Source: an optimization exercise on an open RTL-to-GDS flow (aim: small area and a short achievable clock period). Production flows keep margins and buffers that such runs may drop.
Only simulation tests tie the RTL to the original design; equivalence was not proved.
Power and IR drop assume default switching activity.

## flow/design.v (module list and top-level ports; edited modules follow where they fit)
// module top: 32 lines
// module mac_pp: 327 lines
// module mac_np: 327 lines
// module mac_pn: 327 lines
// module mac_nn: 317 lines
// module fa: 4 lines
// module fax: 6 lines
// module ha: 4 lines
// module hax: 4 lines
// module x2: 3 lines
// module xn2: 3 lines
module top(clk,reset,a1,a2,a3,b1,b2,b3,c1,c2,c3,c4,c5,c6,c7,c8,c9);
  // ...
==> flow/flow/run.sh <==
#!/bin/bash
# Standard ORFS layout with buf_1 port buffers (input ones then upsized) and
# no CTS dummy loads.
set -euo pipefail
export BUFFER_PORTS_ARGS="-buffer_cell sky130_fd_sc_hd__buf_1"
export POST_GLOBAL_PLACE_TCL="$(pwd)/flow/post_gpl.tcl"
export CTS_ARGS="-sink_clustering_enable -repair_clock_nets -dont_use_dummy_load -buf_list sky130_fd_sc_hd__clkbuf_8"
bash standard.sh > standard_flow.log 2>&1
==> flow/flow/post_gpl.tcl <==
# Port buffers are inserted as buf_1; the input ones each drive a PE's partial
# products, so they get a stronger buffer.
foreach inst [get_cells input*] {
  replace_cell $inst sky130_fd_sc_hd__buf_4
}
==> flow/standard.sh <==
#!/bin/bash
# synth_recipe.tcl (not shown) runs the flow's synth.tcl, then flattens the netlist and writes it again
# the make line also repeats each setting of config.mk as NAME=value (left out here)
make -C /OpenROAD-flow-scripts/flow DESIGN_CONFIG=/design/flow/config.mk WORK_HOME=/design/flow/orfs CLKGATE_MAP_FILE= SYNTH_SCRIPT=/design/flow/synth_recipe.tcl "${@:-finish}"
==> flow/config.mk <==
export PLATFORM = sky130hd
export DESIGN_NAME = top
export DESIGN_NICKNAME = top
export VERILOG_FILES = /design/flow/design.v
export SDC_FILE = /design/flow/constraint.sdc
export NUM_CORES = 4
export LEC_CHECK = 0
export CAP_MARGIN = 20
export CORE_MARGIN = 2
export CORE_UTILIZATION = 40
export SLEW_MARGIN = 20
export SYNTH_HIERARCHICAL = 1
==> flow/constraint.sdc <==
create_clock -name core_clock -period 6.0 [get_ports {clk}]
set_input_delay 1.2000 -clock core_clock [delete_from_list [all_inputs] [get_ports {clk}]]
set_output_delay 1.2000 -clock core_clock [all_outputs]
set_load 0.01 [all_outputs]
==> metrics.cfg, run 1 <==
[status]
status=finished clean

[synthesis]
synthSimpleGateAreaFrac_pct=20.01
synth_top_family_by_area=adder cells
synth_flop_cell=dfxtp_1
synth_compound_area_share_pct=12.03
synth_cell_types=39
synth_fa_ha_area_share_pct=27.34
yosysWarnings=7
synthCells=2634

[power]
power_uw=9060
pg_clk_uw=1460
p_leak_uw=0.01311
power.group.top=combinational cells

[floorplanning]
core_area_um2=62740
initial_core_util_pct=40.19

[sta]
slew_headroom_pct=39.57
grt_setup_unrepaired=false
finalMaxSlewViolations=0

[final_layout]
fillCellCount=6200
clock_cell_area_share_pct=2.544
multi_input_area_share_pct=71.75
nNonClkInverters=22
dominant_cells=multi-input combinational cells
buffer_area_share_pct=3.496

[global_route]
top_usage_layer=met2
grt_use_total_pct=20.04
grt_pass1_vias=20026

[worst_setup_path]
rr_worst_depth=12
rrSetupSlack_ns=1.85
endpoint=acc2[16]
start_kind=input pin
slowest_delay_ns=0.49

[placed_design]
io_buffers=202
preCtsSetupSlack_ns=1.204
placed_area_um2=26890

[route]
drt_iter0_markers=827

[min_path]
hold_end=acc6[16]

==> run 2: changes to the inputs <==
--- a/flow/flow/run.sh
+++ b/flow/flow/run.sh
@@ -7,2 +7,3 @@
 export CTS_ARGS="-sink_clustering_enable -repair_clock_nets -dont_use_dummy_load -buf_list sky130_fd_sc_hd__clkbuf_8"
+export SETUP_MOVE_SEQUENCE="sizeup,swap"
 bash standard.sh > standard_flow.log 2>&1
--- a/flow/config.mk
+++ b/flow/config.mk
@@ -10,2 +10,3 @@
 export CORE_UTILIZATION = 40
+export SETUP_SLACK_MARGIN = 1.95
 export SLEW_MARGIN = 20
==> run 2 against run 1 <==
  * Global-route usage grew 0.29 points
  * Combinational power grew 11%
  * Clock power is essentially flat
  * Largest power group unchanged
==> metrics.cfg, run 2 <==
[placed_design]
io_buffers=202  ; unchanged
preCtsSetupSlack_ns=1.238  ; was 1.204 ns
hpwl_um=50510  ; was 50430 um
placed_area_um2=27000  ; was 26890 um2

[final_layout]
final_nets=3227  ; unchanged
utilization_pct=46.18  ; was 43.98%
multiInputGateArea_um2=21030  ; was 19800 um2
drive_gt1_share_pct=13.86  ; was 5.166%
fillCellCount=6020  ; was 6200
final_area_um2=28970  ; was 27590 um2
mostFrequentLayoutCells=nor2_1 (383), xor2_1 (322), fa_1 (293)  ; was xor2_1 (438), nor2_1 (383), nor2b_1 (306)
syn2layout_area_growth_pct=14.91  ; was 9.433%
final_common_cell=nor2_1  ; was xor2_1
regArea_um2=5095  ; was 4985 um2

[synthesis]
synthesis.nets=3052  ; unchanged
syn_avg_cell_area_um2=9.573  ; unchanged
synth-edff-count=0  ; unchanged
synthCells=2634  ; unchanged
synth_top_area_share_pct=24.21  ; unchanged
synthArstFlopShare_pct=0  ; unchanged
synth_top_area_cell=fa_1  ; unchanged
synthTopCellsByArea=fa_1 (24%), dfxtp_1 (20%), xor2_1 (15%)  ; unchanged
synth_area_um2=25220  ; unchanged
synth_flop_cell=dfxtp_1  ; unchanged
yosysMostFrequentCell=xor2_1  ; unchanged
synth_common_cells=xor2_1 (438), nor2_1 (383), nor2b_1 (306)  ; unchanged
yosysSeqAreaShare_pct=19.77  ; unchanged
synth_cell_types=39  ; unchanged
synth-seq-cells=249  ; unchanged
yosysWarnings=7  ; unchanged

[route]
post_drt_wl_per_cell_um=18.19  ; was 17.65 um
dr.pass1.iters=5  ; unchanged
vias_per_cell=5.276  ; was 5.218
ant_nets=0  ; unchanged
drt_wl_total_um=66450  ; was 64510 um
drc=0  ; unchanged
drt_iter0_markers=779  ; was 827
vias=19280  ; was 19066

[sta]
setup_viol_count_final=0  ; unchanged
setup_ws_ns=2.050  ; was 1.797 ns
skew_ns=0.02838  ; was 0.03444 ns
slew_headroom_pct=41.15  ; was 39.57%
max_freq_mhz=253.2  ; was 237.9 MHz
min_period_ns=3.950  ; was 4.203 ns
fin_crit_sh_pct=65.84  ; was 70.05%
finalHoldViolations=0  ; unchanged
max_slew.worst_pin.slew_ns=0.8828  ; was 0.9064 ns
final.setup.tns_ns=0  ; unchanged
finalMaxSlewViolations=0  ; unchanged
grt_setup_unrepaired=true  ; was false
hold_ws_ns=0.5091  ; was 0.5105 ns

[worst_setup_path]
slowest_stage=fa_1  ; unchanged
critical_path.top_delay_family=XOR/XNOR gates  ; unchanged
rr_worst_depth=11  ; was 12
crit_top_cell=xor2_1  ; unchanged
crit_start=a2[2]  ; was b2[5]
rrSetupSlack_ns=2.11  ; was 1.85 ns
r2r_start=b11n[7]  ; was b11n[5]
slowest_delay_ns=0.48  ; was 0.49 ns
reg2reg_to=acc5[16]  ; was acc5[13]
cp.depth=14  ; unchanged
crit_chain=buf_4, nor2b_1, xor2_1, xor2_1, fa_1, xor2_1, xor2_1, xor2_2, and4_1, a41o_1, o21ai_4, o21ai_1, xnor2_1, nor2_1  ; was buf_4, nor2b_1, xor2_1, xor2_1, fa_1, xor2_1, xor2_1, xor2_1, and4_1, a41o_1, o21ai_2, a211oi_1, xnor2_1, nor2_1
end_kind=flop  ; unchanged
setup.worst_path.class=in2reg  ; unchanged
required_ns=6.49  ; was 6.48 ns
start_kind=input pin  ; unchanged
critPathMaxFanout=9  ; unchanged
crit_arrival_ns=4.44  ; was 4.68 ns
crit_buf_inv=1  ; unchanged

[floorplanning]
io_pins=203  ; unchanged
die_area_um2=65060  ; unchanged
fp.dieH_um=255.1  ; unchanged
core_area_um2=62740  ; unchanged
initial_core_util_pct=40.19  ; unchanged
die_width_um=255.1  ; unchanged
rows=92  ; unchanged

[clocking]
cts_max_path_buffers=3  ; unchanged
cts_sinks=249  ; unchanged
numCtsBuffers=52  ; was 51
clk_pin_slew_ns=0.05  ; was 0.06 ns
clk_latency_ns=0.65  ; was 0.63 ns
cts_tree=yes  ; unchanged
h-tree-depth=2  ; unchanged
cts_root_buf=clkbuf_8  ; unchanged
hold_buffers=0  ; unchanged

[global_route]
grt_use_total_pct=20.33  ; was 20.04%
antenna_found_initial=1  ; unchanged
grt-ovfl-total=0  ; unchanged
grt_first_pass_wirelength_um=106300  ; was 104600 um
grt_pass1_vias=20708  ; was 20026
grt_max_degree=201  ; was 82

[power]
ir_drop_v=0.0002892  ; was 0.0002497 V
p_leak_uw=0.01322  ; was 0.01311 uW
power_density_nw_per_um2=334.6  ; was 328.3 nW/um2

[status]
status=finished clean  ; unchanged

[min_path]
hold_end=acc8[16]  ; was acc6[16]
hold_class=reg2reg  ; unchanged
whs_path_depth=2  ; unchanged
hp-start=acc8[16]  ; was acc6[16]

[job]
cap_violations=0  ; unchanged

-- run 2: cell counts after synthesis --
Identical to the previous run, type by type.
-- run 2: worst register-to-register path, stage by stage, from the launching register on --
cell	delay (ns)
dfxtp_2	0.46
nor2_1	0.10
fa_1	0.52
fa_1	0.48
a22o_1	0.26
fa_1	0.59
xor2_1	0.41
a32o_1	0.30
a31oi_4	0.07
o31ai_1	0.34
xnor2_1	0.16
nor2_1	0.05
-- run 2: per-stage QoR --
stage               instances  power, uW
floorplan                2634       6503
CTS                      3653       9289
finish                   3654       9696
global route             3654      10550
detailed placement       3601       7672
global placement         3601       7565
-- run 2: worst max-delay path by stage --
stage | slack [ns] | to
after floorplan | 1.93 | acc1[14]
after global placement | 0.95 | acc2[16]
after detailed placement | 1.24 | acc2[16]
after CTS | 1.96 | acc5[16]
after global routing | 1.85 | acc4[11]
final | 2.05 | acc4[11]
-- run 2: timing repair --
item,in CTS,in global routing
pin swaps,3,128
endpoints found under the setup margin,10,60
resized for setup,18,244
setup buffers,0,0
-- run 2: power breakdown --
group / switching, uW / internal, uW
clock: 729 / 752
sequential: 349 / 1960
combinational: 3500 / 2410
total: 4570 / 5120
-- run 2: routing by layer --
metal  part of all wire, %  track usage [%]
met5                     0                0
met4                   2.9            6.533
met3                   5.0            4.149
met2                    49            35.04
met1                    43            25.43
-- run 2: layout make-up --
cell class / instances / area share (%)
flip-flops and latches: 249 / 17.58
diodes: 1 / 0.008637
clock buffers: 52 / 2.470
multi-input cells: 2280 / 72.57
repair buffers: 204 / 3.424
well taps: 846 / 3.653
inverters: 22 / 0.2850
-- run 2: cells by family (layout without fill, tap and decap cells) --
logic type	Yosys count	after routing	synth area share, %
other cells	0	1	0
compound gates	368	368	12.03
flops	249	249	19.77
simple gates	993	993	20.01
buf+inv	105	278	1.712
fa+ha+maj	368	368	27.34
xor+xnor	551	551	19.14
-- run 2: per-module statistics from Yosys, one instance, submodules excluded, excerpt --
module	copies in the design	cells	flip-flops and latches	area, um2
mac_pn	2	124	0	738.2
fa	305	1	0	20.02
ha	63	1	0	12.51
hax	18	1	0	6.256
x2	438	1	0	8.758
mac_pp	1	124	0	738.2
fax	158	1	0	8.758
xn2	113	1	0	8.758
top	1	355	249	5660
mac_nn	4	141	0	661.9
==> run 3: changes to the inputs <==
==> flow/flow/run.sh (replaced) <==
#!/bin/bash
# Standard ORFS layout with buf_1 port buffers (input ones then upsized) and
# no CTS dummy loads.
set -euo pipefail
export BUFFER_PORTS_ARGS="-buffer_cell sky130_fd_sc_hd__buf_1"
export POST_GLOBAL_PLACE_TCL="$(pwd)/flow/post_gpl.tcl"
export CTS_ARGS="-sink_clustering_enable -repair_clock_nets -dont_use_dummy_load -buf_list {sky130_fd_sc_hd__clkbuf_4 sky130_fd_sc_hd__clkbuf_8}"
bash standard.sh > standard_flow.log 2>&1
--- a/flow/config.mk
+++ b/flow/config.mk
@@ -10,3 +10,2 @@
 export CORE_UTILIZATION = 40
-export SETUP_SLACK_MARGIN = 1.95
 export SLEW_MARGIN = 20
==> run 3 against run 2 <==
  * Worst hold slack better by 0.0014 ns
  * Clock skew is 0.0061 ns higher
  * Global-route usage is 0.29 points lower
  * Count of clock-buffer cells in the layout is 1 lower
  * Cell area is 4.8% lower
  * Maximum frequency is 6.0% lower
==> metrics.cfg, run 3 <==
[status]
status=finished clean  ; unchanged

[global_route]
grt_max_degree=82  ; was 201
antenna_found_initial=1  ; unchanged
grt-ovfl-total=0  ; unchanged
grt_use_total_pct=20.04  ; was 20.33%
grt_first_pass_wirelength_um=104600  ; was 106300 um
grt_pass1_vias=20026  ; was 20708

[route]
post_drt_wl_per_cell_um=17.65  ; was 18.19 um
vias_per_cell=5.218  ; was 5.276
drc=0  ; unchanged
vias=19066  ; was 19280
drt_iter0_markers=827  ; was 779
dr.pass1.iters=5  ; unchanged
drt_wl_total_um=64510  ; was 66450 um
ant_nets=0  ; unchanged

[synthesis]
synthArstFlopShare_pct=0  ; unchanged
syn_avg_cell_area_um2=9.573  ; unchanged
synth_top_area_cell=fa_1  ; unchanged
synth_area_um2=25220  ; unchanged
synthTopCellsByArea=fa_1 (24%), dfxtp_1 (20%), xor2_1 (15%)  ; unchanged
synth_flop_cell=dfxtp_1  ; unchanged
synth-edff-count=0  ; unchanged
synth-seq-cells=249  ; unchanged
synth_top_area_share_pct=24.21  ; unchanged
synth_cell_types=39  ; unchanged
yosysSeqAreaShare_pct=19.77  ; unchanged
synth_common_cells=xor2_1 (438), nor2_1 (383), nor2b_1 (306)  ; unchanged
yosysMostFrequentCell=xor2_1  ; unchanged
synthesis.nets=3052  ; unchanged
yosysWarnings=7  ; unchanged
synthCells=2634  ; unchanged

[sta]
finalHoldViolations=0  ; unchanged
slew_headroom_pct=39.57  ; was 41.15%
max_freq_mhz=237.9  ; was 253.2 MHz
setup_ws_ns=1.797  ; was 2.050 ns
min_period_ns=4.203  ; was 3.950 ns
final.setup.tns_ns=0  ; unchanged
setup_viol_count_final=0  ; unchanged
grt_setup_unrepaired=false  ; was true
fin_crit_sh_pct=70.05  ; was 65.84%
finalMaxSlewViolations=0  ; unchanged
skew_ns=0.03444  ; was 0.02838 ns
max_slew.worst_pin.slew_ns=0.9064  ; was 0.8828 ns

[clocking]
hold_buffers=0  ; unchanged
cts_tree=yes  ; unchanged
cts_sinks=249  ; unchanged
h-tree-depth=2  ; unchanged
clk_latency_ns=0.63  ; was 0.65 ns
cts_max_path_buffers=3  ; unchanged
post_cts_resized=0  ; was 18
cts_root_buf=clkbuf_8  ; unchanged
numCtsBuffers=51  ; was 52
cts_setup_buffers=0  ; unchanged
clk_pin_slew_ns=0.06  ; was 0.05 ns

[worst_setup_path]
slowest_delay_ns=0.49  ; was 0.48 ns
critPathMaxFanout=9  ; unchanged
required_ns=6.48  ; was 6.49 ns
crit_arrival_ns=4.68  ; was 4.44 ns
crit_top_cell=xor2_1  ; unchanged
crit_buf_inv=1  ; unchanged
start_kind=input pin  ; unchanged
setup.worst_path.class=in2reg  ; unchanged
crit_chain=buf_4, nor2b_1, xor2_1, xor2_1, fa_1, xor2_1, xor2_1, xor2_1, and4_1, a41o_1, o21ai_2, a211oi_1, xnor2_1, nor2_1  ; was buf_4, nor2b_1, xor2_1, xor2_1, fa_1, xor2_1, xor2_1, xor2_2, and4_1, a41o_1, o21ai_4, o21ai_1, xnor2_1, nor2_1
critical_path.top_delay_family=XOR/XNOR gates  ; unchanged
end_kind=flop  ; unchanged
slowest_stage=fa_1  ; unchanged

[floorplanning]
die_area_um2=65060  ; unchanged
die_width_um=255.1  ; unchanged
initial_core_util_pct=40.19  ; unchanged
rows=92  ; unchanged
fp.dieH_um=255.1  ; unchanged
io_pins=203  ; unchanged
core_area_um2=62740  ; unchanged

[placed_design]
hpwl_um=50430  ; was 50510 um
placed_area_um2=26890  ; was 27000 um2
io_buffers=202  ; unchanged
place_inst=3602  ; was 3601
preCtsSetupSlack_ns=1.204  ; was 1.238 ns

[final_layout]
final_nets=3227  ; unchanged
final_area_um2=27590  ; was 28970 um2
drive_gt1_share_pct=5.166  ; was 13.86%
final_common_cell=xor2_1  ; was nor2_1
fin_cells=3654  ; unchanged
mostFrequentLayoutCells=xor2_1 (438), nor2_1 (383), nor2b_1 (306)  ; was nor2_1 (383), xor2_1 (322), fa_1 (293)
syn2layout_area_growth_pct=9.433  ; was 14.91%

[job]
cap_violations=0  ; unchanged

[power]
p_leak_uw=0.01311  ; was 0.01322 uW
power_density_nw_per_um2=328.3  ; was 334.6 nW/um2
ir_drop_v=0.0002497  ; was 0.0002892 V

[min_path]
hold_class=reg2reg  ; unchanged

[run 3: cell counts after synthesis]
No cell type changed its count.
[run 3: cells by family after synthesis]
logic type	synth area share (%)
AND/OR/NAND/NOR	20.01
XOR/XNOR	19.14
AO/OA/AOI/OAI	12.03
adder cells (fa/ha/maj)	27.34
flip-flops	19.77
buffers and inverters	1.712
[run 3: area by class of cell]
cell class / count / area (um2)
antenna: 1 / 2.502
clock buffer: 51 / 701.9
fill: 6200 / 35140
inverter: 22 / 82.58
multi-input combinational: 2280 / 19800
sequential: 249 / 4985
tap: 846 / 1059
timing repair buffer: 205 / 964.7
[run 3: final timing paths]
| kind | startpoint | endpoint | slack (ns) | cells past startpoint |
|---|---|---|---|---|
| worst max-delay path | b2[5] | acc2[16] | 1.80 | 14 |
| worst min-delay path | acc6[16] | acc6[16] | 0.51 | 2 |
| worst max register to register | b11n[5] | acc5[13] | 1.85 | 12 |
| worst min register to register | acc6[16] | acc6[16] | 0.51 | 2 |
[run 3: power by group]
group	internal (uW)	leakage (uW)	switching, uW
Clock	740	0.000367	719
Combinational	2150	0.0107	3160
Sequential	1960	0.00206	328
Total	4850	0.0131	4210
[run 3: through the flow]
stage / util, % / hold slack, ns / power [uW]
global route: 43.98 / 0.5342 / 9854
CTS: 43.98 / 0.5155 / 9144
global placement: 42.57 / 0.4910 / 7462
detailed placement: 42.86 / 0.5018 / 7580
finish: 43.98 / 0.5105 / 9060
floorplan: - / 0.4059 / 6398
[run 3: worst register-to-register path, stage by stage, from the launching register on]
cell,delay [ns]
dfxtp_1,0.63
nor2_1,0.14
fa_1,0.52
a22o_1,0.25
fa_1,0.43
fa_1,0.61
xor2_1,0.41
nand3_1,0.14
o22ai_1,0.19
o211ai_1,0.20
a31oi_1,0.31
xnor2_1,0.15
nor2_1,0.06
[run 3: metal layers]
metal	vias up	part of all wire [%]	GRT usage, %
met2	391	48	34.36
met5	-	0	0
met4	0	2.2	5.380
li1	9069	-	-
met1	9508	44	25.37
met3	98	5.3	4.475
[run 3: modules after synthesis (local to each module, per instance), a selection]
module | flops+latches | copies in the design
mac_pp | 0 | 1
xn2 | 0 | 113
mac_pn | 0 | 2
mac_np | 0 | 2
top | 249 | 1
ha | 0 | 63
fax | 0 | 158
==> module top, before the edit <==
module top(clk,reset,a1,a2,a3,b1,b2,b3,c1,c2,c3,c4,c5,c6,c7,c8,c9);
 input wire clk,reset;
 input wire [7:0] a1,a2,a3,b1,b2,b3;
 output wire [16:0] c1,c2,c3,c4,c5,c6,c7,c8,c9;
 reg [7:0] a01n,a02n,a11n,a12n,a21n,a22n,b10n,b11n,b12n,b20n,b21n,b22n;
 reg [16:0] acc1,acc2,acc3,acc4,acc5,acc6,acc7,acc8,acc9;
 wire [16:0] n1,n2,n3,n4,n5,n6,n7,n8,n9;
 mac_pp m1 (.a(a1),    .b(b1),    .acc(acc1), .reset(reset), .nxt(n1));
 mac_np m2 (.an(a01n), .b(b2),    .acc(acc2), .reset(reset), .nxt(n2));
 mac_np m3 (.an(a02n), .b(b3),    .acc(acc3), .reset(reset), .nxt(n3));
 mac_pn m4 (.a(a2),    .bn(b10n), .acc(acc4), .reset(reset), .nxt(n4));
 mac_nn m5 (.an(a11n), .bn(b11n), .acc(acc5), .reset(reset), .nxt(n5));
 mac_nn m6 (.an(a12n), .bn(b12n), .acc(acc6), .reset(reset), .nxt(n6));
 mac_pn m7 (.a(a3),    .bn(b20n), .acc(acc7), .reset(reset), .nxt(n7));
 mac_nn m8 (.an(a21n), .bn(b21n), .acc(acc8), .reset(reset), .nxt(n8));
 mac_nn m9 (.an(a22n), .bn(b22n), .acc(acc9), .reset(reset), .nxt(n9));
 always @(posedge clk) begin
    if (reset) begin
      a01n <= 8'hff; a02n <= 8'hff; a11n <= 8'hff; a12n <= 8'hff; a21n <= 8'hff; a22n <= 8'hff;
      b10n <= 8'hff; b11n <= 8'hff; b12n <= 8'hff; b20n <= 8'hff; b21n <= 8'hff; b22n <= 8'hff;
    end
    else begin
      a01n <= ~a1; a02n <= a01n; a11n <= ~a2; a12n <= a11n; a21n <= ~a3; a22n <= a21n;
      b10n <= ~b1; b20n <= b10n; b11n <= ~b2; b21n <= b11n; b12n <= ~b3; b22n <= b12n;
    end
    acc1 <= n1; acc2 <= n2; acc3 <= n3; acc4 <= n4; acc5 <= n5;
    acc6 <= n6; acc7 <= n7; acc8 <= n8; acc9 <= n9;
 end
 assign c1 = acc1; assign c2 = acc2; assign c3 = acc3;
 assign c4 = acc4; assign c5 = acc5; assign c6 = acc6;
 assign c7 = acc7; assign c8 = acc8; assign c9 = acc9;
endmodule
==> run 4: changes to the inputs <==
==> flow/design.v (replaced) <==
module top(clk,reset,a1,a2,a3,b1,b2,b3,c1,c2,c3,c4,c5,c6,c7,c8,c9);
 input wire clk,reset;
 input wire [7:0] a1,a2,a3,b1,b2,b3;
 output wire [16:0] c1,c2,c3,c4,c5,c6,c7,c8,c9;
 reg [7:0] a01n,a02n,a11n,a12n,a21n,a22n,b10n,b11n,b12n,b20n,b21n,b22n;
 reg [16:0] acc1,acc2,acc3,acc4,acc5,acc6,acc7,acc8,acc9;
 wire [16:0] n1,n2,n3,n4,n5,n6,n7,n8,n9;
 wire [7:0] a1n = ~a1, a2n = ~a2, a3n = ~a3, b1n = ~b1, b2n = ~b2, b3n = ~b3;
 mac_in  m1 (.an(a1n),  .bn(b1n),  .acc(acc1), .reset(reset), .nxt(n1));
 mac_in  m2 (.an(a01n), .bn(b2n),  .acc(acc2), .reset(reset), .nxt(n2));
 mac_in  m3 (.an(a02n), .bn(b3n),  .acc(acc3), .reset(reset), .nxt(n3));
 mac_in  m4 (.an(a2n),  .bn(b10n), .acc(acc4), .reset(reset), .nxt(n4));
 mac_reg m5 (.an(a11n), .bn(b11n), .acc(acc5), .reset(reset), .nxt(n5));
 mac_reg m6 (.an(a12n), .bn(b12n), .acc(acc6), .reset(reset), .nxt(n6));
 mac_in  m7 (.an(a3n),  .bn(b20n), .acc(acc7), .reset(reset), .nxt(n7));
 mac_reg m8 (.an(a21n), .bn(b21n), .acc(acc8), .reset(reset), .nxt(n8));
 mac_reg m9 (.an(a22n), .bn(b22n), .acc(acc9), .reset(reset), .nxt(n9));
 always @(posedge clk) begin
    if (reset) begin
      a01n <= 8'hff; a02n <= 8'hff; a11n <= 8'hff; a12n <= 8'hff; a21n <= 8'hff; a22n <= 8'hff;
      b10n <= 8'hff; b11n <= 8'hff; b12n <= 8'hff; b20n <= 8'hff; b21n <= 8'hff; b22n <= 8'hff;
    end
    else begin
      a01n <= ~a1; a02n <= a01n; a11n <= ~a2; a12n <= a11n; a21n <= ~a3; a22n <= a21n;
      b10n <= ~b1; b20n <= b10n; b11n <= ~b2; b21n <= b11n; b12n <= ~b3; b22n <= b12n;
    end
    acc1 <= n1; acc2 <= n2; acc3 <= n3; acc4 <= n4; acc5 <= n5;
    acc6 <= n6; acc7 <= n7; acc8 <= n8; acc9 <= n9;
 end
 assign c1 = acc1; assign c2 = acc2; assign c3 = acc3;
 assign c4 = acc4; assign c5 = acc5; assign c6 = acc6;
 assign c7 = acc7; assign c8 = acc8; assign c9 = acc9;
endmodule
module mac_in(input wire [7:0] an, input wire [7:0] bn, input wire [16:0] acc, input wire reset, output wire [16:0] nxt);
  wire pp0_0 = ~an[0] & ~bn[0];
  wire pp0_1 = ~an[0] & ~bn[1];
  wire pp0_2 = ~an[0] & ~bn[2];
  wire pp0_3 = ~an[0] & ~bn[3];
  wire pp0_4 = ~an[0] & ~bn[4];
  wire pp0_5 = ~an[0] & ~bn[5];
  wire pp0_6 = ~an[0] & ~bn[6];
  wire pp0_7 = ~an[0] & ~bn[7];
  wire pp1_0 = ~an[1] & ~bn[0];
  wire pp1_1 = ~an[1] & ~bn[1];
  wire pp1_2 = ~an[1] & ~bn[2];
  wire pp1_3 = ~an[1] & ~bn[3];
  wire pp1_4 = ~an[1] & ~bn[4];
  wire pp1_5 = ~an[1] & ~bn[5];
  wire pp1_6 = ~an[1] & ~bn[6];
  wire pp1_7 = ~an[1] & ~bn[7];
  wire pp2_0 = ~an[2] & ~bn[0];
  wire pp2_1 = ~an[2] & ~bn[1];
  wire pp2_2 = ~an[2] & ~bn[2];
  wire pp2_3 = ~an[2] & ~bn[3];
  wire pp2_4 = ~an[2] & ~bn[4];
  wire pp2_5 = ~an[2] & ~bn[5];
  wire pp2_6 = ~an[2] & ~bn[6];
  wire pp2_7 = ~an[2] & ~bn[7];
  wire pp3_0 = ~an[3] & ~bn[0];
  wire pp3_1 = ~an[3] & ~bn[1];
  wire pp3_2 = ~an[3] & ~bn[2];
  wire pp3_3 = ~an[3] & ~bn[3];
  wire pp3_4 = ~an[3] & ~bn[4];
  wire pp3_5 = ~an[3] & ~bn[5];
  wire pp3_6 = ~an[3] & ~bn[6];
  wire pp3_7 = ~an[3] & ~bn[7];
  wire pp4_0 = ~an[4] & ~bn[0];
  wire pp4_1 = ~an[4] & ~bn[1];
  wire pp4_2 = ~an[4] & ~bn[2];
  wire pp4_3 = ~an[4] & ~bn[3];
  wire pp4_4 = ~an[4] & ~bn[4];
  wire pp4_5 = ~an[4] & ~bn[5];
  wire pp4_6 = ~an[4] & ~bn[6];
  wire pp4_7 = ~an[4] & ~bn[7];
  wire pp5_0 = ~an[5] & ~bn[0];
  wire pp5_1 = ~an[5] & ~bn[1];
  wire pp5_2 = ~an[5] & ~bn[2];
  wire pp5_3 = ~an[5] & ~bn[3];
  wire pp5_4 = ~an[5] & ~bn[4];
  wire pp5_5 = ~an[5] & ~bn[5];
  wire pp5_6 = ~an[5] & ~bn[6];
  wire pp5_7 = ~an[5] & ~bn[7];
  wire pp6_0 = ~an[6] & ~bn[0];
  wire pp6_1 = ~an[6] & ~bn[1];
  wire pp6_2 = ~an[6] & ~bn[2];
  wire pp6_3 = ~an[6] & ~bn[3];
  wire pp6_4 = ~an[6] & ~bn[4];
  wire pp6_5 = ~an[6] & ~bn[5];
  wire pp6_6 = ~an[6] & ~bn[6];
  wire pp6_7 = ~an[6] & ~bn[7];
  wire pp7_0 = ~an[7] & ~bn[0];
  wire pp7_1 = ~an[7] & ~bn[1];
  wire pp7_2 = ~an[7] & ~bn[2];
  wire pp7_3 = ~an[7] & ~bn[3];
  wire pp7_4 = ~an[7] & ~bn[4];
  wire pp7_5 = ~an[7] & ~bn[5];
  wire pp7_6 = ~an[7] & ~bn[6];
  wire pp7_7 = ~an[7] & ~bn[7];
  wire s1, c1;
  ha us1 (acc[5], pp0_5, s1, c1);
  wire s2, c2;
  fax us2 (acc[6], pp0_6, pp1_5, s2, c2);
  wire s3, c3;
  hax us3 (pp2_4, pp3_3, s3, c3);
  wire s4, c4;
  fax us4 (acc[7], pp0_7, pp1_6, s4, c4);
  wire s5, c5;
  fax us5 (pp2_5, pp3_4, pp4_3, s5, c5);
  wire s6, c6;
  ha us6 (pp5_2, pp6_1, s6, c6);
  wire s7, c7;
  fax us7 (acc[8], pp1_7, pp2_6, s7, c7);
  wire s8, c8;
  fa us8 (pp3_5, pp4_4, pp5_3, s8, c8);
  wire s9, c9;
  hax us9 (pp6_2, pp7_1, s9, c9);
  wire s10, c10;
  fax us10 (acc[9], pp2_7, pp3_6, s10, c10);
  wire s11, c11;
  fax us11 (pp4_5, pp5_4, pp6_3, s11, c11);
  wire s12, c12;
  fax us12 (acc[10], pp3_7, pp4_6, s12, c12);
  wire s13, c13;
  ha us13 (acc[3], pp0_3, s13, c13);
  wire s14, c14;
  fa us14 (acc[4], pp0_4, pp1_3, s14, c14);
  wire s15, c15;
  ha us15 (pp2_2, pp3_1, s15, c15);
  wire s16, c16;
  fax us16 (pp1_4, pp2_3, pp3_2, s16, c16);
  wire s17, c17;
  fax us17 (pp4_1, pp5_0, s1, s17, c17);
  wire s18, c18;
  fa us18 (pp4_2, pp5_1, pp6_0, s18, c18);
  wire s19, c19;
  fax us19 (c1, s3, s2, s19, c19);
  wire s20, c20;
  fax us20 (pp7_0, c3, s6, s20, c20);
  wire s21, c21;
  fa us21 (c2, s4, s5, s21, c21);
  wire s22, c22;
  fax us22 (c6, s9, c4, s22, c22);
  wire s23, c23;
  fax us23 (c5, s7, s8, s23, c23);
  wire s24, c24;
  fax us24 (pp7_2, c9, c7, s24, c24);
  wire s25, c25;
  fa us25 (c8, s10, s11, s25, c25);
  wire s26, c26;
  fa us26 (pp5_5, pp6_4, pp7_3, s26, c26);
  wire s27, c27;
  fa us27 (c10, c11, s12, s27, c27);
  wire s28, c28;
  fa us28 (acc[11], pp4_7, pp5_6, s28, c28);
  wire s29, c29;
  fax us29 (pp6_5, pp7_4, c12, s29, c29);
  wire s30, c30;
  fa us30 (acc[12], pp5_7, pp6_6, s30, c30);
  wire s31, c31;
  ha us31 (acc[2], pp0_2, s31, c31);
  wire s32, c32;
  fa us32 (pp1_2, pp2_1, pp3_0, s32, c32);
  wire s33, c33;
  fa us33 (pp4_0, c13, s15, s33, c33);
  wire s34, c34;
  fa us34 (c15, c14, s16, s34, c34);
  wire s35, c35;
  fax us35 (c16, c17, s18, s35, c35);
  wire s36, c36;
  fa us36 (c18, s20, c19, s36, c36);
  wire s37, c37;
  fax us37 (c20, s22, c21, s37, c37);
  wire s38, c38;
  fax us38 (s24, c22, c23, s38, c38);
  wire s39, c39;
  fax us39 (s26, c24, s27, s39, c39);
  wire s40, c40;
  fax us40 (c26, s28, s29, s40, c40);
  wire s41, c41;
  fax us41 (pp7_5, c28, s30, s41, c41);
  wire s42, c42;
  fa us42 (acc[13], pp6_7, pp7_6, s42, c42);
  wire s43, c43;
  ha us43 (acc[1], pp0_1, s43, c43);
  wire s44, c44;
  fa us44 (pp1_1, pp2_0, s31, s44, c44);
  wire s45, c45;
  fa us45 (c31, s13, s32, s45, c45);
  wire s46, c46;
  fa us46 (c32, s14, s33, s46, c46);
  wire s47, c47;
  fa us47 (s17, c33, s34, s47, c47);
  wire s48, c48;
  fa us48 (s19, c34, s35, s48, c48);
  wire s49, c49;
  fax us49 (c35, s21, s36, s49, c49);
  wire s50, c50;
  fax us50 (s23, c36, s37, s50, c50);
  wire s51, c51;
  fax us51 (s25, s38, c37, s51, c51);
  wire s52, c52;
  fax us52 (c25, c38, s39, s52, c52);
  wire s53, c53;
  fax us53 (c27, s40, c39, s53, c53);
  wire s54, c54;
  fa us54 (c29, s41, c40, s54, c54);
  wire s55, c55;
  fa us55 (c30, s42, c41, s55, c55);
  wire s56, c56;
  fa us56 (acc[14], pp7_7, c42, s56, c56);
  wire rs0, rc1;
  ha r0 (acc[0], pp0_0, rs0, rc1);
  assign nxt[0] = rs0 & ~reset;
  wire rs1, rc2;
  fa r1 (pp1_0, s43, rc1, rs1, rc2);
  assign nxt[1] = rs1 & ~reset;
  wire rs2, rc3;
  fa r2 (s44, c43, rc2, rs2, rc3);
  assign nxt[2] = rs2 & ~reset;
  wire rs3, rc4;
  fa r3 (s45, c44, rc3, rs3, rc4);
  assign nxt[3] = rs3 & ~reset;
  wire p4_4, g4_4;
  x2 px4 (s46, c45, p4_4);
  assign g4_4 = s46 & c45;
  wire p5_5, g5_5;
  x2 px5 (s47, c46, p5_5);
  assign g5_5 = s47 & c46;
  wire p6_6, g6_6;
  x2 px6 (s48, c47, p6_6);
  assign g6_6 = s48 & c47;
  wire p7_7, g7_7;
  x2 px7 (s49, c48, p7_7);
  assign g7_7 = s49 & c48;
  wire p8_8, g8_8;
  x2 px8 (s50, c49, p8_8);
  assign g8_8 = s50 & c49;
  wire p9_9, g9_9;
  x2 px9 (s51, c50, p9_9);
  assign g9_9 = s51 & c50;
  wire p10_10, g10_10;
  x2 px10 (s52, c51, p10_10);
  assign g10_10 = s52 & c51;
  wire p11_11, g11_11;
  x2 px11 (s53, c52, p11_11);
  assign g11_11 = s53 & c52;
  wire p12_12, g12_12;
  x2 px12 (s54, c53, p12_12);
  assign g12_12 = s54 & c53;
  wire p13_13, g13_13;
  x2 px13 (s55, c54, p13_13);
  assign g13_13 = s55 & c54;
  wire p14_14, g14_14;
  x2 px14 (s56, c55, p14_14);
  assign g14_14 = s56 & c55;
  wire p15_15, g15_15;
  x2 px15 (acc[15], c56, p15_15);
  assign g15_15 = acc[15] & c56;
  wire g4_3 = g4_4 | (p4_4 & rc4);
  wire g5_4 = g5_5 | (p5_5 & g4_4);
  wire p5_4 = p5_5 & p4_4;
  wire g6_5 = g6_6 | (p6_6 & g5_5);
  wire p6_5 = p6_6 & p5_5;
  wire g7_6 = g7_7 | (p7_7 & g6_6);
  wire p7_6 = p7_7 & p6_6;
  wire g8_7 = g8_8 | (p8_8 & g7_7);
  wire p8_7 = p8_8 & p7_7;
  wire g9_8 = g9_9 | (p9_9 & g8_8);
  wire p9_8 = p9_9 & p8_8;
  wire g10_9 = g10_10 | (p10_10 & g9_9);
  wire p10_9 = p10_10 & p9_9;
  wire g11_10 = g11_11 | (p11_11 & g10_10);
  wire p11_10 = p11_11 & p10_10;
  wire g12_11 = g12_12 | (p12_12 & g11_11);
  wire p12_11 = p12_12 & p11_11;
  wire g13_12 = g13_13 | (p13_13 & g12_12);
  wire p13_12 = p13_13 & p12_12;
  wire g14_13 = g14_14 | (p14_14 & g13_13);
  wire p14_13 = p14_14 & p13_13;
  wire g15_14 = g15_15 | (p15_15 & g14_14);
  wire p15_14 = p15_15 & p14_14;
  wire g5_3 = g5_4 | (p5_4 & rc4);
  wire g6_3 = g6_5 | (p6_5 & g4_3);
  wire g7_4 = g7_6 | (p7_6 & g5_4);
  wire p7_4 = p7_6 & p5_4;
  wire g8_5 = g8_7 | (p8_7 & g6_5);
  wire p8_5 = p8_7 & p6_5;
  wire g9_6 = g9_8 | (p9_8 & g7_6);
  wire p9_6 = p9_8 & p7_6;
  wire g10_7 = g10_9 | (p10_9 & g8_7);
  wire p10_7 = p10_9 & p8_7;
  wire g11_8 = g11_10 | (p11_10 & g9_8);
  wire p11_8 = p11_10 & p9_8;
  wire g12_9 = g12_11 | (p12_11 & g10_9);
  wire p12_9 = p12_11 & p10_9;
  wire g13_10 = g13_12 | (p13_12 & g11_10);
  wire p13_10 = p13_12 & p11_10;
  wire g14_11 = g14_13 | (p14_13 & g12_11);
  wire p14_11 = p14_13 & p12_11;
  wire g15_12 = g15_14 | (p15_14 & g13_12);
  wire p15_12 = p15_14 & p13_12;
  wire g7_3 = g7_4 | (p7_4 & rc4);
  wire g8_3 = g8_5 | (p8_5 & g4_3);
  wire g9_3 = g9_6 | (p9_6 & g5_3);
  wire g10_3 = g10_7 | (p10_7 & g6_3);
  wire g11_4 = g11_8 | (p11_8 & g7_4);
  wire p11_4 = p11_8 & p7_4;
  wire g12_5 = g12_9 | (p12_9 & g8_5);
  wire p12_5 = p12_9 & p8_5;
  wire g13_6 = g13_10 | (p13_10 & g9_6);
  wire p13_6 = p13_10 & p9_6;
  wire g14_7 = g14_11 | (p14_11 & g10_7);
  wire p14_7 = p14_11 & p10_7;
  wire g15_8 = g15_12 | (p15_12 & g11_8);
  wire p15_8 = p15_12 & p11_8;
  wire g11_3 = g11_4 | (p11_4 & rc4);
  wire g12_3 = g12_5 | (p12_5 & g4_3);
  wire g13_3 = g13_6 | (p13_6 & g5_3);
  wire g14_3 = g14_7 | (p14_7 & g6_3);
  wire g15_3 = g15_8 | (p15_8 & g7_3);
  wire sn4;
  xn2 sx4 (p4_4, rc4, sn4);
  assign nxt[4] = ~(sn4 | reset);
  wire sn5;
  xn2 sx5 (p5_5, g4_3, sn5);
  assign nxt[5] = ~(sn5 | reset);
  wire sn6;
  xn2 sx6 (p6_6, g5_3, sn6);
  assign nxt[6] = ~(sn6 | reset);
  wire sn7;
  xn2 sx7 (p7_7, g6_3, sn7);
  assign nxt[7] = ~(sn7 | reset);
  wire sn8;
  xn2 sx8 (p8_8, g7_3, sn8);
  assign nxt[8] = ~(sn8 | reset);
  wire sn9;
  xn2 sx9 (p9_9, g8_3, sn9);
  assign nxt[9] = ~(sn9 | reset);
  wire sn10;
  xn2 sx10 (p10_10, g9_3, sn10);
  assign nxt[10] = ~(sn10 | reset);
  wire sn11;
  xn2 sx11 (p11_11, g10_3, sn11);
  assign nxt[11] = ~(sn11 | reset);
  wire sn12;
  xn2 sx12 (p12_12, g11_3, sn12);
  assign nxt[12] = ~(sn12 | reset);
  wire sn13;
  xn2 sx13 (p13_13, g12_3, sn13);
  assign nxt[13] = ~(sn13 | reset);
  wire sn14;
  xn2 sx14 (p14_14, g13_3, sn14);
  assign nxt[14] = ~(sn14 | reset);
  wire sn15;
  xn2 sx15 (p15_15, g14_3, sn15);
  assign nxt[15] = ~(sn15 | reset);
  wire sn16;
  xn2 sx16 (acc[16], g15_3, sn16);
  assign nxt[16] = ~(sn16 | reset);
endmodule
module mac_reg(input wire [7:0] an, input wire [7:0] bn, input wire [16:0] acc, input wire reset, output wire [16:0] nxt);
  wire pp0_0 = ~an[0] & ~bn[0];
  wire pp0_1 = ~an[0] & ~bn[1];
  wire pp0_2 = ~an[0] & ~bn[2];
  wire pp0_3 = ~an[0] & ~bn[3];
  wire pp0_4 = ~an[0] & ~bn[4];
  wire pp0_5 = ~an[0] & ~bn[5];
  wire pp0_6 = ~an[0] & ~bn[6];
  wire pp0_7 = ~an[0] & ~bn[7];
  wire pp1_0 = ~an[1] & ~bn[0];
  wire pp1_1 = ~an[1] & ~bn[1];
  wire pp1_2 = ~an[1] & ~bn[2];
  wire pp1_3 = ~an[1] & ~bn[3];
  wire pp1_4 = ~an[1] & ~bn[4];
  wire pp1_5 = ~an[1] & ~bn[5];
  wire pp1_6 = ~an[1] & ~bn[6];
  wire pp1_7 = ~an[1] & ~bn[7];
  wire pp2_0 = ~an[2] & ~bn[0];
  wire pp2_1 = ~an[2] & ~bn[1];
  wire pp2_2 = ~an[2] & ~bn[2];
  wire pp2_3 = ~an[2] & ~bn[3];
  wire pp2_4 = ~an[2] & ~bn[4];
  wire pp2_5 = ~an[2] & ~bn[5];
  wire pp2_6 = ~an[2] & ~bn[6];
  wire pp2_7 = ~an[2] & ~bn[7];
  wire pp3_0 = ~an[3] & ~bn[0];
  wire pp3_1 = ~an[3] & ~bn[1];
  wire pp3_2 = ~an[3] & ~bn[2];
  wire pp3_3 = ~an[3] & ~bn[3];
  wire pp3_4 = ~an[3] & ~bn[4];
  wire pp3_5 = ~an[3] & ~bn[5];
  wire pp3_6 = ~an[3] & ~bn[6];
  wire pp3_7 = ~an[3] & ~bn[7];
  wire pp4_0 = ~an[4] & ~bn[0];
  wire pp4_1 = ~an[4] & ~bn[1];
  wire pp4_2 = ~an[4] & ~bn[2];
  wire pp4_3 = ~an[4] & ~bn[3];
  wire pp4_4 = ~an[4] & ~bn[4];
  wire pp4_5 = ~an[4] & ~bn[5];
  wire pp4_6 = ~an[4] & ~bn[6];
  wire pp4_7 = ~an[4] & ~bn[7];
  wire pp5_0 = ~an[5] & ~bn[0];
  wire pp5_1 = ~an[5] & ~bn[1];
  wire pp5_2 = ~an[5] & ~bn[2];
  wire pp5_3 = ~an[5] & ~bn[3];
  wire pp5_4 = ~an[5] & ~bn[4];
  wire pp5_5 = ~an[5] & ~bn[5];
  wire pp5_6 = ~an[5] & ~bn[6];
  wire pp5_7 = ~an[5] & ~bn[7];
  wire pp6_0 = ~an[6] & ~bn[0];
  wire pp6_1 = ~an[6] & ~bn[1];
  wire pp6_2 = ~an[6] & ~bn[2];
  wire pp6_3 = ~an[6] & ~bn[3];
  wire pp6_4 = ~an[6] & ~bn[4];
  wire pp6_5 = ~an[6] & ~bn[5];
  wire pp6_6 = ~an[6] & ~bn[6];
  wire pp6_7 = ~an[6] & ~bn[7];
  wire pp7_0 = ~an[7] & ~bn[0];
  wire pp7_1 = ~an[7] & ~bn[1];
  wire pp7_2 = ~an[7] & ~bn[2];
  wire pp7_3 = ~an[7] & ~bn[3];
  wire pp7_4 = ~an[7] & ~bn[4];
  wire pp7_5 = ~an[7] & ~bn[5];
  wire pp7_6 = ~an[7] & ~bn[6];
  wire pp7_7 = ~an[7] & ~bn[7];
  wire s1, c1;
  ha us1 (acc[5], pp0_5, s1, c1);
  wire s2, c2;
  fa us2 (acc[6], pp0_6, pp1_5, s2, c2);
  wire s3, c3;
  hax us3 (pp2_4, pp3_3, s3, c3);
  wire s4, c4;
  fa us4 (acc[7], pp0_7, pp1_6, s4, c4);
  wire s5, c5;
  fa us5 (pp2_5, pp3_4, pp4_3, s5, c5);
  wire s6, c6;
  hax us6 (pp5_2, pp6_1, s6, c6);
  wire s7, c7;
  fa us7 (acc[8], pp1_7, pp2_6, s7, c7);
  wire s8, c8;
  fa us8 (pp3_5, pp4_4, pp5_3, s8, c8);
  wire s9, c9;
  ha us9 (pp6_2, pp7_1, s9, c9);
  wire s10, c10;
  fa us10 (acc[9], pp2_7, pp3_6, s10, c10);
  wire s11, c11;
  fa us11 (pp4_5, pp5_4, pp6_3, s11, c11);
  wire s12, c12;
  fa us12 (acc[10], pp3_7, pp4_6, s12, c12);
  wire s13, c13;
  ha us13 (acc[3], pp0_3, s13, c13);
  wire s14, c14;
  fa us14 (acc[4], pp0_4, pp1_3, s14, c14);
  wire s15, c15;
  ha us15 (pp2_2, pp3_1, s15, c15);
  wire s16, c16;
  fa us16 (pp1_4, pp2_3, pp3_2, s16, c16);
  wire s17, c17;
  fa us17 (pp4_1, pp5_0, s1, s17, c17);
  wire s18, c18;
  fa us18 (pp4_2, pp5_1, pp6_0, s18, c18);
  wire s19, c19;
  fax us19 (c1, s3, s2, s19, c19);
  wire s20, c20;
  fa us20 (pp7_0, c3, s6, s20, c20);
  wire s21, c21;
  fa us21 (c2, s4, s5, s21, c21);
  wire s22, c22;
  fax us22 (c6, s9, c4, s22, c22);
  wire s23, c23;
  fa us23 (c5, s7, s8, s23, c23);
  wire s24, c24;
  fax us24 (pp7_2, c9, c7, s24, c24);
  wire s25, c25;
  fa us25 (c8, s10, s11, s25, c25);
  wire s26, c26;
  fa us26 (pp5_5, pp6_4, pp7_3, s26, c26);
  wire s27, c27;
  fa us27 (c10, c11, s12, s27, c27);
  wire s28, c28;
  fa us28 (acc[11], pp4_7, pp5_6, s28, c28);
  wire s29, c29;
  fax us29 (pp6_5, pp7_4, c12, s29, c29);
  wire s30, c30;
  fa us30 (acc[12], pp5_7, pp6_6, s30, c30);
  wire s31, c31;
  ha us31 (acc[2], pp0_2, s31, c31);
  wire s32, c32;
  fa us32 (pp1_2, pp2_1, pp3_0, s32, c32);
  wire s33, c33;
  fa us33 (pp4_0, c13, s15, s33, c33);
  wire s34, c34;
  fa us34 (c15, c14, s16, s34, c34);
  wire s35, c35;
  fa us35 (c16, c17, s18, s35, c35);
  wire s36, c36;
  fa us36 (c18, s20, c19, s36, c36);
  wire s37, c37;
  fax us37 (c20, s22, c21, s37, c37);
  wire s38, c38;
  fax us38 (s24, c22, c23, s38, c38);
  wire s39, c39;
  fax us39 (s26, c24, s27, s39, c39);
  wire s40, c40;
  fa us40 (c26, s28, s29, s40, c40);
  wire s41, c41;
  fa us41 (pp7_5, c28, s30, s41, c41);
  wire s42, c42;
  fa us42 (acc[13], pp6_7, pp7_6, s42, c42);
  wire s43, c43;
  ha us43 (acc[1], pp0_1, s43, c43);
  wire s44, c44;
  fa us44 (pp1_1, pp2_0, s31, s44, c44);
  wire s45, c45;
  fa us45 (c31, s13, s32, s45, c45);
  wire s46, c46;
  fa us46 (c32, s14, s33, s46, c46);
  wire s47, c47;
  fa us47 (s17, c33, s34, s47, c47);
  wire s48, c48;
  fa us48 (s19, c34, s35, s48, c48);
  wire s49, c49;
  fa us49 (c35, s21, s36, s49, c49);
  wire s50, c50;
  fa us50 (s23, c36, s37, s50, c50);
  wire s51, c51;
  fa us51 (s25, s38, c37, s51, c51);
  wire s52, c52;
  fa us52 (c25, c38, s39, s52, c52);
  wire s53, c53;
  fa us53 (c27, s40, c39, s53, c53);
  wire s54, c54;
  fa us54 (c29, s41, c40, s54, c54);
  wire s55, c55;
  fa us55 (c30, s42, c41, s55, c55);
  wire s56, c56;
  fa us56 (acc[14], pp7_7, c42, s56, c56);
  wire rs0, rc1;
  ha r0 (acc[0], pp0_0, rs0, rc1);
  assign nxt[0] = rs0 & ~reset;
  wire rs1, rc2;
  fa r1 (pp1_0, s43, rc1, rs1, rc2);
  assign nxt[1] = rs1 & ~reset;
  wire rs2, rc3;
  fa r2 (s44, c43, rc2, rs2, rc3);
  assign nxt[2] = rs2 & ~reset;
  wire rs3, rc4;
  fa r3 (s45, c44, rc3, rs3, rc4);
  assign nxt[3] = rs3 & ~reset;
  wire rs4, rc5;
  fa r4 (s46, c45, rc4, rs4, rc5);
  assign nxt[4] = rs4 & ~reset;
  wire p5_5, g5_5;
  x2 px5 (s47, c46, p5_5);
  assign g5_5 = s47 & c46;
  wire p6_6, g6_6;
  x2 px6 (s48, c47, p6_6);
  assign g6_6 = s48 & c47;
  wire p7_7, g7_7;
  x2 px7 (s49, c48, p7_7);
  assign g7_7 = s49 & c48;
  wire p8_8, g8_8;
  x2 px8 (s50, c49, p8_8);
  assign g8_8 = s50 & c49;
  wire p9_9, g9_9;
  x2 px9 (s51, c50, p9_9);
  assign g9_9 = s51 & c50;
  wire p10_10, g10_10;
  x2 px10 (s52, c51, p10_10);
  assign g10_10 = s52 & c51;
  wire p11_11, g11_11;
  x2 px11 (s53, c52, p11_11);
  assign g11_11 = s53 & c52;
  wire p12_12, g12_12;
  x2 px12 (s54, c53, p12_12);
  assign g12_12 = s54 & c53;
  wire p13_13, g13_13;
  x2 px13 (s55, c54, p13_13);
  assign g13_13 = s55 & c54;
  wire p14_14, g14_14;
  x2 px14 (s56, c55, p14_14);
  assign g14_14 = s56 & c55;
  wire p15_15, g15_15;
  x2 px15 (acc[15], c56, p15_15);
  assign g15_15 = acc[15] & c56;
  wire g5_4 = g5_5 | (p5_5 & rc5);
  wire g6_5 = g6_6 | (p6_6 & g5_5);
  wire p6_5 = p6_6 & p5_5;
  wire g7_6 = g7_7 | (p7_7 & g6_6);
  wire p7_6 = p7_7 & p6_6;
  wire g8_7 = g8_8 | (p8_8 & g7_7);
  wire p8_7 = p8_8 & p7_7;
  wire g9_8 = g9_9 | (p9_9 & g8_8);
  wire p9_8 = p9_9 & p8_8;
  wire g10_9 = g10_10 | (p10_10 & g9_9);
  wire p10_9 = p10_10 & p9_9;
  wire g11_10 = g11_11 | (p11_11 & g10_10);
  wire p11_10 = p11_11 & p10_10;
  wire g12_11 = g12_12 | (p12_12 & g11_11);
  wire p12_11 = p12_12 & p11_11;
  wire g13_12 = g13_13 | (p13_13 & g12_12);
  wire p13_12 = p13_13 & p12_12;
  wire g14_13 = g14_14 | (p14_14 & g13_13);
  wire p14_13 = p14_14 & p13_13;
  wire g15_14 = g15_15 | (p15_15 & g14_14);
  wire p15_14 = p15_15 & p14_14;
  wire g6_4 = g6_5 | (p6_5 & rc5);
  wire g7_4 = g7_6 | (p7_6 & g5_4);
  wire g8_5 = g8_7 | (p8_7 & g6_5);
  wire p8_5 = p8_7 & p6_5;
  wire g9_6 = g9_8 | (p9_8 & g7_6);
  wire p9_6 = p9_8 & p7_6;
  wire g10_7 = g10_9 | (p10_9 & g8_7);
  wire p10_7 = p10_9 & p8_7;
  wire g11_8 = g11_10 | (p11_10 & g9_8);
  wire p11_8 = p11_10 & p9_8;
  wire g12_9 = g12_11 | (p12_11 & g10_9);
  wire p12_9 = p12_11 & p10_9;
  wire g13_10 = g13_12 | (p13_12 & g11_10);
  wire p13_10 = p13_12 & p11_10;
  wire g14_11 = g14_13 | (p14_13 & g12_11);
  wire p14_11 = p14_13 & p12_11;
  wire g15_12 = g15_14 | (p15_14 & g13_12);
  wire p15_12 = p15_14 & p13_12;
  wire g8_4 = g8_5 | (p8_5 & rc5);
  wire g9_4 = g9_6 | (p9_6 & g5_4);
  wire g10_4 = g10_7 | (p10_7 & g6_4);
  wire g11_4 = g11_8 | (p11_8 & g7_4);
  wire g12_5 = g12_9 | (p12_9 & g8_5);
  wire p12_5 = p12_9 & p8_5;
  wire g13_6 = g13_10 | (p13_10 & g9_6);
  wire p13_6 = p13_10 & p9_6;
  wire g14_7 = g14_11 | (p14_11 & g10_7);
  wire p14_7 = p14_11 & p10_7;
  wire g15_8 = g15_12 | (p15_12 & g11_8);
  wire p15_8 = p15_12 & p11_8;
  wire g12_4 = g12_5 | (p12_5 & rc5);
  wire g13_4 = g13_6 | (p13_6 & g5_4);
  wire g14_4 = g14_7 | (p14_7 & g6_4);
  wire g15_4 = g15_8 | (p15_8 & g7_4);
  wire sn5;
  xn2 sx5 (p5_5, rc5, sn5);
  assign nxt[5] = ~(sn5 | reset);
  wire sn6;
  xn2 sx6 (p6_6, g5_4, sn6);
  assign nxt[6] = ~(sn6 | reset);
  wire sn7;
  xn2 sx7 (p7_7, g6_4, sn7);
  assign nxt[7] = ~(sn7 | reset);
  wire sn8;
  xn2 sx8 (p8_8, g7_4, sn8);
  assign nxt[8] = ~(sn8 | reset);
  wire sn9;
  xn2 sx9 (p9_9, g8_4, sn9);
  assign nxt[9] = ~(sn9 | reset);
  wire sn10;
  xn2 sx10 (p10_10, g9_4, sn10);
  assign nxt[10] = ~(sn10 | reset);
  wire sn11;
  xn2 sx11 (p11_11, g10_4, sn11);
  assign nxt[11] = ~(sn11 | reset);
  wire sn12;
  xn2 sx12 (p12_12, g11_4, sn12);
  assign nxt[12] = ~(sn12 | reset);
  wire sn13;
  xn2 sx13 (p13_13, g12_4, sn13);
  assign nxt[13] = ~(sn13 | reset);
  wire sn14;
  xn2 sx14 (p14_14, g13_4, sn14);
  assign nxt[14] = ~(sn14 | reset);
  wire sn15;
  xn2 sx15 (p15_15, g14_4, sn15);
  assign nxt[15] = ~(sn15 | reset);
  wire sn16;
  xn2 sx16 (acc[16], g15_4, sn16);
  assign nxt[16] = ~(sn16 | reset);
endmodule
module fa(input wire x, input wire y, input wire z, output wire s, output wire c);
  assign s = x ^ y ^ z;
  assign c = (x & y) | (z & (x ^ y));
endmodule
module fax(input wire x, input wire y, input wire z, output wire s, output wire c);
  wire t;
  x2 u0 (x, y, t);
  x2 u1 (t, z, s);
  assign c = (x & y) | (z & t);
endmodule
module ha(input wire x, input wire y, output wire s, output wire c);
  assign s = x ^ y;
  assign c = x & y;
endmodule
module hax(input wire x, input wire y, output wire s, output wire c);
  x2 u0 (x, y, s);
  assign c = x & y;
endmodule
module x2(input wire x, input wire y, output wire s);
  assign s = x ^ y;
endmodule
module xn2(input wire x, input wire y, output wire s);
  assign s = ~(x ^ y);
endmodule
==> flow/flow/run.sh (replaced) <==
#!/bin/bash
# Standard ORFS layout with buf_1 port buffers (input ones then upsized) and
# no CTS dummy loads.
set -euo pipefail
export BUFFER_PORTS_ARGS="-buffer_cell sky130_fd_sc_hd__buf_1"
export POST_GLOBAL_PLACE_TCL="$(pwd)/flow/post_gpl.tcl"
export CTS_ARGS="-sink_clustering_enable -repair_clock_nets -dont_use_dummy_load -buf_list sky130_fd_sc_hd__clkbuf_8"
bash standard.sh > standard_flow.log 2>&1
==> run 4 against run 3 <==
  * Maximum frequency is 2.5% lower
  * Clock skew rose by 0.0066 ns
  * Sequential share of layout area increased by 0.39 points
  * Die area fell by 1.3%
  * Critical path depth is 1 higher
  * Final cell count is 1.2% higher
  * Non-clock buffer count down 1
  * Via count rose by 2.9%
  * Total power grew 0.91%
  * Critical path type unchanged
==> metrics.cfg, run 4 <==
[status]
status=finished clean  ; unchanged

[min_path]
whs_path_depth=2  ; unchanged
hold_end=acc8[16]  ; was acc6[16]
hold_class=reg2reg  ; unchanged
hp-start=acc8[16]  ; was acc6[16]

[clocking]
clk_latency_ns=0.65  ; was 0.63 ns
numCtsBuffers=54  ; was 51
h-tree-depth=2  ; unchanged
cts_max_path_buffers=3  ; unchanged
clk_pin_slew_ns=0.05  ; was 0.06 ns
cts_root_buf=clkbuf_8  ; unchanged
cts_tree=yes  ; unchanged
hold_buffers=0  ; unchanged
post_cts_resized=0  ; unchanged
cts_setup_buffers=0  ; unchanged
cts_sinks=249  ; unchanged

[route]
vias_per_cell=5.307  ; was 5.218
dr.pass1.iters=5  ; unchanged
ant_nets=0  ; unchanged
drc=0  ; unchanged
post_drt_wl_per_cell_um=17.86  ; was 17.65 um
vias=19626  ; was 19066
drt_iter0_markers=1007  ; was 827
drt_wl_total_um=66040  ; was 64510 um

[worst_setup_path]
rr_worst_depth=12  ; unchanged
critPathMaxFanout=8  ; was 9
crit_arrival_ns=4.80  ; was 4.68 ns
crit_start=a3[4]  ; was b2[5]
start_kind=input pin  ; unchanged
setup.worst_path.class=in2reg  ; unchanged
rrSetupSlack_ns=1.79  ; was 1.85 ns
end_kind=flop  ; unchanged
r2r_start=b12n[6]  ; was b11n[5]
slowest_stage=fa_1  ; unchanged
crit_chain=buf_4, inv_1, nor2_1, fa_1, xor2_1, xor2_1, xor2_1, xor2_1, xor2_1, a32oi_1, a21oi_1, nor3_1, a211oi_1, xnor2_1, nor2_1  ; was buf_4, nor2b_1, xor2_1, xor2_1, fa_1, xor2_1, xor2_1, xor2_1, and4_1, a41o_1, o21ai_2, a211oi_1, xnor2_1, nor2_1
crit_top_cell=xor2_1  ; unchanged
required_ns=6.48  ; about the same
reg2reg_to=acc6[13]  ; was acc5[13]
slowest_delay_ns=0.60  ; was 0.49 ns

[synthesis]
synth_area_um2=24900  ; was 25220 um2
synthCells=2762  ; was 2634
synth_common_cells=nor2_1 (703), xor2_1 (438), fa_1 (305)  ; was xor2_1 (438), nor2_1 (383), nor2b_1 (306)
synthTopCellsByArea=fa_1 (25%), dfxtp_1 (20%), xor2_1 (15%)  ; was fa_1 (24%), dfxtp_1 (20%), xor2_1 (15%)
synth-seq-cells=249  ; unchanged
syn_avg_cell_area_um2=9.013  ; was 9.573 um2
synthArstFlopShare_pct=0  ; unchanged
synth_top_area_cell=fa_1  ; unchanged
synth_cell_types=40  ; was 39
yosysMostFrequentCell=nor2_1  ; was xor2_1
yosysWarnings=7  ; unchanged
yosysSeqAreaShare_pct=20.02  ; was 19.77%
synth_flop_cell=dfxtp_1  ; unchanged
synthesis.nets=3180  ; was 3052
synth-edff-count=0  ; unchanged
synth_top_area_share_pct=24.53  ; was 24.21%

[sta]
min_period_ns=4.312  ; was 4.203 ns
hold_ws_ns=0.5019  ; was 0.5105 ns
skew_ns=0.04102  ; was 0.03444 ns
fin_crit_sh_pct=71.86  ; was 70.05%
final.setup.tns_ns=0  ; unchanged
grt_setup_unrepaired=false  ; unchanged
max_slew.worst_pin.slew_ns=0.7942  ; was 0.9064 ns
setup_ws_ns=1.688  ; was 1.797 ns
slew_headroom_pct=47.05  ; was 39.57%
max_freq_mhz=231.9  ; was 237.9 MHz
finalMaxSlewViolations=0  ; unchanged
finalHoldViolations=0  ; unchanged
setup_viol_count_final=0  ; unchanged

[job]
cap_violations=0  ; unchanged

[power]
power_density_nw_per_um2=338.4  ; was 328.3 nW/um2
p_leak_uw=0.01337  ; was 0.01311 uW
ir_drop_v=0.0002224  ; was 0.0002497 V

[global_route]
grt_pass1_vias=20701  ; was 20026
antenna_found_initial=3  ; was 1
grt_max_degree=150  ; was 82
grt_first_pass_wirelength_um=106700  ; was 104600 um
grt_use_total_pct=20.76  ; was 20.04%
grt-ovfl-total=0  ; unchanged

[floorplanning]
core_area_um2=61600  ; was 62740 um2
io_pins=203  ; unchanged
initial_core_util_pct=40.42  ; was 40.19%
fp.dieH_um=253.5  ; was 255.1 um
die_area_um2=64250  ; was 65060 um2
die_width_um=253.5  ; was 255.1 um
rows=91  ; was 92

[final_layout]
mostFrequentLayoutCells=nor2_1 (703), xor2_1 (438), fa_1 (305)  ; was xor2_1 (438), nor2_1 (383), nor2b_1 (306)
final_common_cell=nor2_1  ; was xor2_1
fillCellCount=5977  ; was 6200
final_nets=3277  ; was 3227
drive_gt1_share_pct=5.145  ; was 5.166%
syn2layout_area_growth_pct=8.519  ; was 9.433%

[placed_design]
io_buffers=202  ; unchanged
hpwl_um=52550  ; was 50430 um
preCtsSetupSlack_ns=1.097  ; was 1.204 ns

-- run 4: cell types whose count changed after synthesis, sizes merged --
| cell | delta |
|---|---|
| nor2 | +320 |
| and2 | -64 |
| buf | +35 |
| inv | +48 |
| nor2b | -256 |
| clkbuf | +45 |
-- run 4: area by class of cell --
cell class	count	area [um2]	share of cell area, %
Clock buffer	54	743.2	2.751
Inverter	70	262.8	0.9726
Timing Repair Buffer	204	969.7	3.589
Multi-Input combinational cell	2280	19000	70.32
Tap cell	837	1047	3.876
Sequential cell	249	4985	18.45
Antenna cell	4	10.01	0.03705
-- run 4: worst max-delay path by stage --
stage          slack (ns)  depth (start not counted)  endpoint
6_report             1.69                         15  acc7[16]
5_1_grt              1.37                         17  acc7[16]
4_1_cts              1.79                         15  acc7[16]
3_5_place_dp         1.10                         15  acc7[16]
3_3_place_gp         1.04                         15  acc2[14]
2_1_floorplan        1.66                         13  acc1[14]
-- run 4: report_power, final --
group | internal [uW] | switching, uW | total, uW
clock | 779 | 737 | 1520
combinational | 2130 | 3200 | 5330
sequential | 1960 | 339 | 2300
-- run 4: kinds of logic (layout without fill, tap and decap cells) --
group,after synthesis,in the layout,synth area share (%)
adders and majority gates,368,368,27.69
AOI/OAI and AO/OA,368,368,12.18
buffers and inverters,233,328,3.664
xor gates and xnor gates,551,551,19.38
DFF,249,249,20.02
other,0,4,0
and+or+nand+nor,993,993,17.05
-- run 4: modules after synthesis, one instance, submodules excluded --
module   cells inside  flops+latches
fa                  1              0
mac_in            140              0
fax                 1              0
ha                  1              0
hax                 1              0
mac_reg           141              0
xn2                 1              0
top               403            249
x2                  1              0
-- run 4: critical path, delay by kind of cell --
kind,cells,cell delay (ns)
XOR/XNOR,6,1.52
AND/OR/NAND/NOR,3,0.25
buffers and inverters,2,0.40
AO/OA/AOI/OAI,3,0.83
adder cells (fa/ha/maj),1,0.60
-- run 4: layer usage --
metal	vias to the layer above	share of wire, %	GRT usage [%]
met4	4	3.3	7.456
li1	9186	-	-
met1	9778	42	25.45
met5	-	0.21	0
met3	122	6.5	5.162
met2	536	48	35.30
-- run 4: through the flow --
step                cell area [um2]  util (%)  instances  power, uW
floorplan                     24900         -       2762       6411
global route                  27010     43.85       3695       9939
detailed placement            26260     42.64       3640       7606
CTS                           27010     43.84       3694       9229
global placement              26080     42.34       3640       7488
finish                        27020     43.86       3698       9143

afterwards: timing with drivers on the ports:
In the flow no input, the clock included, has a driving cell. The finished layouts below were timed again as built, in two steps.
Step 1: set_driving_cell puts a clkbuf_16 on clk and a buf_2 on each other input, an assumption about the parent block.
Step 2 also shifts input and output timing later by t, the mid clock arrival at the registers, as if the neighbouring blocks saw the same clock.
a / b / c = ideal ports / drivers / drivers and shift; a / b = the first two.
run	t (ns)	slack for setup (ns)	worst hold slack (ns)	latest minus earliest clock arrival (ns)
run 1	0.672	1.797 / 1.831 / 1.159	0.510 / 0.510 / 0.510	0.036 / 0.036
run 2	0.689	2.050 / 2.075 / 1.386	0.509 / 0.509 / 0.509	0.040 / 0.040
run 3	0.672	1.797 / 1.831 / 1.159	0.510 / 0.510 / 0.510	0.036 / 0.036
run 4	0.689	1.688 / 1.716 / 1.027	0.502 / 0.502 / 0.502	0.056 / 0.056
After both steps every run listed still meets setup and hold. For run 2, which loses most, drivers alone change the setup slack by +0.025 ns; drivers and shift together by -0.664 ns.
